This is an optimization exercise on Yosys and OpenROAD, whose aim is small area, not a production implementation. Only simulation tests tie the RTL to the original design; equivalence was not proved. No activity file was given, so power comes from the tool's default toggle rates.

File: design.v
module frequency_divider #(parameter CLK_DIV = 12000) (
  input wire clk, 
  input wire rst,  
  output wire clk_out,
  output wire tick  
);
parameter N = $clog2(CLK_DIV);
reg [N-1:0] counter;
always @(posedge clk)
  if (rst)
    counter <= 0;
  else if (counter == CLK_DIV - 1)
    counter <= 0;
  else 
    counter <= counter + 1;
assign clk_out = counter[N-1];
assign tick = (counter == {1'b0, {(N-1){1'b1}}});
endmodule
module music_box (
  input wire clk,  
  input wire rst,  
  output reg speaker_out  
);
parameter
  FREQ_C = 45977,      
  FREQ_D = 40955,      
  FREQ_E = 36474,      
  FREQ_F = 34383,      
  FREQ_G = 30612,      
  FREQ_A = 27272,      
  FREQ_ASharp = 25751,  
  FREQ_CMajor = 22944,  
  NOTE_DURATION = 3000000;  
parameter
  Test_C = 256,    
  Test_D = 128,    
  Test_E = 64,    
  Test_F = 32,    
  Test_G = 16,    
  Test_A = 8,    
  Test_ASharp = 4,
  Test_CMajor = 2,
  Test_NOTE_DURATION = 300;
wire C, D, E, F, G, A, ASharp, CMajor;  
wire clk_note_duration;
wire note_tick;
reg [4:0] note_counter;
frequency_divider #(FREQ_C) OUTC ( .clk(clk), .rst(rst), .clk_out(C) );
frequency_divider #(FREQ_D) OUTD ( .clk(clk), .rst(rst), .clk_out(D) );
frequency_divider #(FREQ_E) OUTE ( .clk(clk), .rst(rst), .clk_out(E) );
frequency_divider #(FREQ_F) OUTF ( .clk(clk), .rst(rst), .clk_out(F) );
frequency_divider #(FREQ_G) OUTG ( .clk(clk), .rst(rst), .clk_out(G) );
frequency_divider #(FREQ_A) OUTA ( .clk(clk), .rst(rst), .clk_out(A) );
  frequency_divider #(FREQ_ASharp) OUTASharp ( .clk(clk), .rst(rst), .clk_out(ASharp) );
  frequency_divider #(FREQ_CMajor) OUTCMajor ( .clk(clk), .rst(rst), .clk_out(CMajor) );
frequency_divider #(NOTE_DURATION) NOTE_TIMER ( .clk(clk), .rst(rst), .clk_out(clk_note_duration), .tick(note_tick) );
always @(posedge clk) begin
  if (rst)
    note_counter <= 0;
  else if (note_tick)
    note_counter <= note_counter + 1;
end
always @(posedge clk) begin
  if (rst)
    speaker_out <= 0;
  else
  case (note_counter)
        0: speaker_out <= C;
        1: speaker_out <= C;
        2: speaker_out <= D;
        3: speaker_out <= C;
        4: speaker_out <= F;
        5: speaker_out <= E;
        6: speaker_out <= C;
        7: speaker_out <= C;
        8: speaker_out <= D;
        9: speaker_out <= C;
        10: speaker_out <= G;
        11: speaker_out <= F;
        12: speaker_out <= C;
        13: speaker_out <= C;
        14: speaker_out <= CMajor;
        15: speaker_out <= A;
        16: speaker_out <= F;
        17: speaker_out <= E;
        18: speaker_out <= D;
        19: speaker_out <= ASharp;
        20: speaker_out <= ASharp;
        21: speaker_out <= A;
        22: speaker_out <= F;
        23: speaker_out <= G;
        24: speaker_out <= F;
        default: speaker_out <= 0;  
  endcase
end
endmodule
File: run.sh
#!/bin/bash
# synth_recipe.tcl (not shown) runs the flow's synth.tcl, then flattens the netlist and writes it again
# the make line also repeats each setting of config.mk as NAME=value (left out here)
make -C /OpenROAD-flow-scripts/flow DESIGN_CONFIG=/design/flow/config.mk WORK_HOME=/design/flow/orfs CLKGATE_MAP_FILE= SYNTH_SCRIPT=/design/flow/synth_recipe.tcl finish
File: config.mk
export PLATFORM = sky130hd
export DESIGN_NAME = music_box
export DESIGN_NICKNAME = music_box
export VERILOG_FILES = /design/flow/design.v
export SDC_FILE = /design/flow/constraint.sdc
export NUM_CORES = 4
export LEC_CHECK = 0
export CAP_MARGIN = 20
export CORE_MARGIN = 2
export CORE_UTILIZATION = 40
export SLEW_MARGIN = 20
File: constraint.sdc
create_clock -name core_clock -period 83.333 [get_ports {clk}]
set_input_delay 16.6666 -clock core_clock [delete_from_list [all_inputs] [get_ports {clk}]]
set_output_delay 16.6666 -clock core_clock [all_outputs]
set_load 0.01 [all_outputs]
==> summary.txt <==
cells by family (layout without fill, tap and decap cells):
| logic type | Yosys count | in the layout | synth area share, % |
|---|---|---|---|
| compound gates | 87 | 87 | 8.031 |
| xor+xnor | 97 | 97 | 12.09 |
| fa+ha+maj | 18 | 18 | 3.205 |
| buf+inv | 58 | 70 | 3.223 |
| flops | 152 | 152 | 43.30 |
| mux | 4 | 4 | 0.6232 |
| simple gates | 395 | 395 | 29.52 |
state kept, by name (all words and copies together), names as in the netlist, 5 cells and up:
register / count
OUTG.counter: 15
OUTA.counter: 15
OUTC.counter: 16
OUTF.counter: 16
OUTD.counter: 16
OUTASharp.counter: 15
OUTE.counter: 16
note_counter: 5
NOTE_TIMER.counter: 22
OUTCMajor.counter: 15
power by group:
| group | internal [uW] | total [uW] | switching (uW) |
|---|---|---|---|
| logic | 1.48 | 3.98 | 2.50 |
| clock network | 48.3 | 78.0 | 29.7 |
| registers | 73.8 | 74.9 | 1.08 |
| total | 124 | 157 | 33.3 |
metrics by stage:
| step | total power [uW] | cell area, sq um | setup slack (ps) | hold slack [ps] |
|---|---|---|---|---|
| 4_1_cts | 159.2 | 7846 | 64720 | 444.6 |
| 5_1_grt | 163.3 | 7863 | 64690 | 471.7 |
| 3_5_place_dp | 80.39 | 7241 | 64270 | 429.2 |
| 6_report | 156.9 | 7863 | 64910 | 444.7 |
| 2_1_floorplan | 79.42 | 7027 | 65520 | 413.0 |
| 3_3_place_gp | 80.35 | 7241 | 64310 | 425.6 |
final timing paths:
check / startpoint / to / slack, ps / depth (start not counted)
hold reg to reg: NOTE_TIMER.counter[0]$_SDFF_PP0_ / NOTE_TIMER.counter[0]$_SDFF_PP0_ / 440 / 1
setup reg to reg: OUTC.counter[7]$_SDFF_PP0_ / OUTC.counter[15]$_SDFF_PP0_ / 81150 / 4
setup / recovery: rst / OUTG.counter[10]$_SDFF_PP0_ / 64910 / 5
hold / removal: NOTE_TIMER.counter[0]$_SDFF_PP0_ / NOTE_TIMER.counter[0]$_SDFF_PP0_ / 440 / 1
layout make-up:
cell class	count	area share [%]
Multi-Input combinational cell	601	47.90
Sequential cell	152	38.70
Clock buffer	19	5.761
Tap cell	225	3.581
Clock inverter	13	1.941
Inverter	33	1.575
Timing Repair Buffer	5	0.5411
worst max-delay path: stages:
cell and delay, ps:
clkdlybuf4s50_1 950, inv_1 450, o21ai_1 350, buf_4 250, nor2_1 60
synthesized netlist by cell type, types with 2 or more instances:
library cell    n
nand2_1        41
nor4b_1         6
nor2b_1         2
a41o_1          2
nand4_1        36
a21oi_1        34
inv_1          32
o41ai_2         2
or4_1          13
a31oi_1         2
nand3_1        53
o21ai_0        22
mux2_1          3
buf_2           4
xnor2_1        56
and3_1          8
and4_1         12
nor2_1        133
nand3b_1        6
clkbuf_1       19
nor3b_1         2
nor4_1         24
nor4bb_1        2
xor2_1         41
and2_1          8
dfxtp_1       152
nand2b_1        4
a31o_2          2
nor3_1         14
or3_1          22
ha_1           18
o31ai_1        12
per-layer routing:
layer / track usage [%] / vias to the layer above / wire length, um
li1: - / 2864 / -
met1: 19.53 / 2448 / 6671
met2: 21.69 / 54 / 5484
met3: 4.000 / 15 / 351
met4: 6.944 / 0 / 235
met5: 0 / - / 0
==> summary.txt <==
DR iter-0 viols about 290; crit path max fanout 18; root buffer cell clkbuf_16; initial antenna violation count 0; area share of the largest cell type after synthesis 43.30%; first-pass GRT wire length between 20000 and 25000 um; initial cell density of the core 40.77%; post-synth cell types 56; clock latency (worst-skew pair) 420 ps; Final Non-Filler Cells about 1.0k; width of the die ~140 um; CP endpoint kind flip-flop; footprint of the multi-input gates 3766 sq um; DRC Markers 0; GPL Wtd Cong roughly 0.76; fin nets between 800 and 900; GRT Util Overall approximately 15%; CTS Hold Bufs 0; total gr overflow 0; share of cells above drive strength 1 under 10%; Initial DRT Pass Iterations 5; status no timing/DRC/antenna violations; number of global-route vias before repair between 4k and 5k; FP Rows 48; Post-DP HPWL approximately 8300 um; commonest non-fill, non-tap cell in the layout dfxtp_1; ant diodes 0; CTS clk-pin slew, worst paths 60 ps; Layout Utilization between 40% and 50%; Hold/Removal Path Class flip-flop to flip-flop; Worst EP required about 84000 ps; via density per instance around 5; CTS Sinks approximately 150; Post-CTS Setup Inserts 0; register area 3043 sq um; Critical Path AT roughly 19000 ps; Final Critical Period approximately 18000 ps; critical path class input port to flip-flop; Fmax roughly 54 MHz; CTS H-Tree Depth 4; Max Root-Sink Buffers 2; sequential-to-total area share from yosys stat around 43%; Leak Pwr 0.002576 uW; dominant cells by area after synthesis dfxtp_1 (43%), nor2_1 (7.1%), xnor2_1 (7.0%), xor2_1 (5.1%), nand3_1 (3.8%); CORE AREA ~17000 sq um; post_cts resized 0; total CTS buffers 17; cells after synthesis 811; Slew HR a little under 40%; Post-Synthesis Cell Area 7027 sq um; Final Max Tran Viols 0; Filler cells about 1.6k; RSZ-0062 raised after global routing no; part of the cycle the worst path needs roughly 22%; final wirelength roughly 13000 um; final setup TNS 0 ps; startpoint types input port; I/O pin count 3; Async SR Flop Fraction 0%; final clock skew just under 8 ps; commonest cells after routing, fill and taps aside dfxtp_1 (152), nor2_1 (133), xnor2_1 (56), nand3_1 (53); Die Y around 140 um; # port buffers 2; Final ANT Viol Nets 0; largest net degree at the start of global routing 22; Ys Warns 10; MaxCap Viol Count 0; Hold Violations, Final 0; number of flops mapped to enable cells by yosys 0; Worst-Margin Slew approximately 900 ps; Placed Instances a little over 1k; synthesis-stage register bit count about 150; Layout area overhead 11.89%; cell area power density 19.96 nW/um^2; Final Setup Violations 0; Mapped Nets around 830; post-synth top area cell dfxtp_1; worst IR drop on VDD roughly 0.012 mV; Die Footprint between 15000 and 20000 sq um; main flop type after synthesis dfxtp_1; Mean Syn Cell Area just under 9 sq um; CTS tree built; via count ~5.4k; WL per Instance approximately 12 um

[re-timing with driven ports]
How much do the figures lean on ideal ports? The routed layout below was timed once more, with nothing changed but the port constraints.
Step 1 sets driving cells, clkbuf_16 on the clock port and buf_2 on the other inputs (assumed; they add their load-dependent delay and slew).
Step 2 also shifts input and output timing later by t, the mid clock arrival at the registers, as if the neighbouring blocks saw the same clock.
a / b / c = ideal ports / drivers / drivers and shift; a / b = the first two.
shift t [ns]: 0.465
setup WS [ns]: 64.907 / 64.930 / 64.465
hold slack, ns: 0.445 / 0.445 / 0.445
worst setup path at the end: input to register
cell pins on the clock port's net: 1
After both steps setup and hold are still met in this run. For this run, drivers alone change the setup slack by +0.023 ns; drivers and shift together by -0.442 ns.
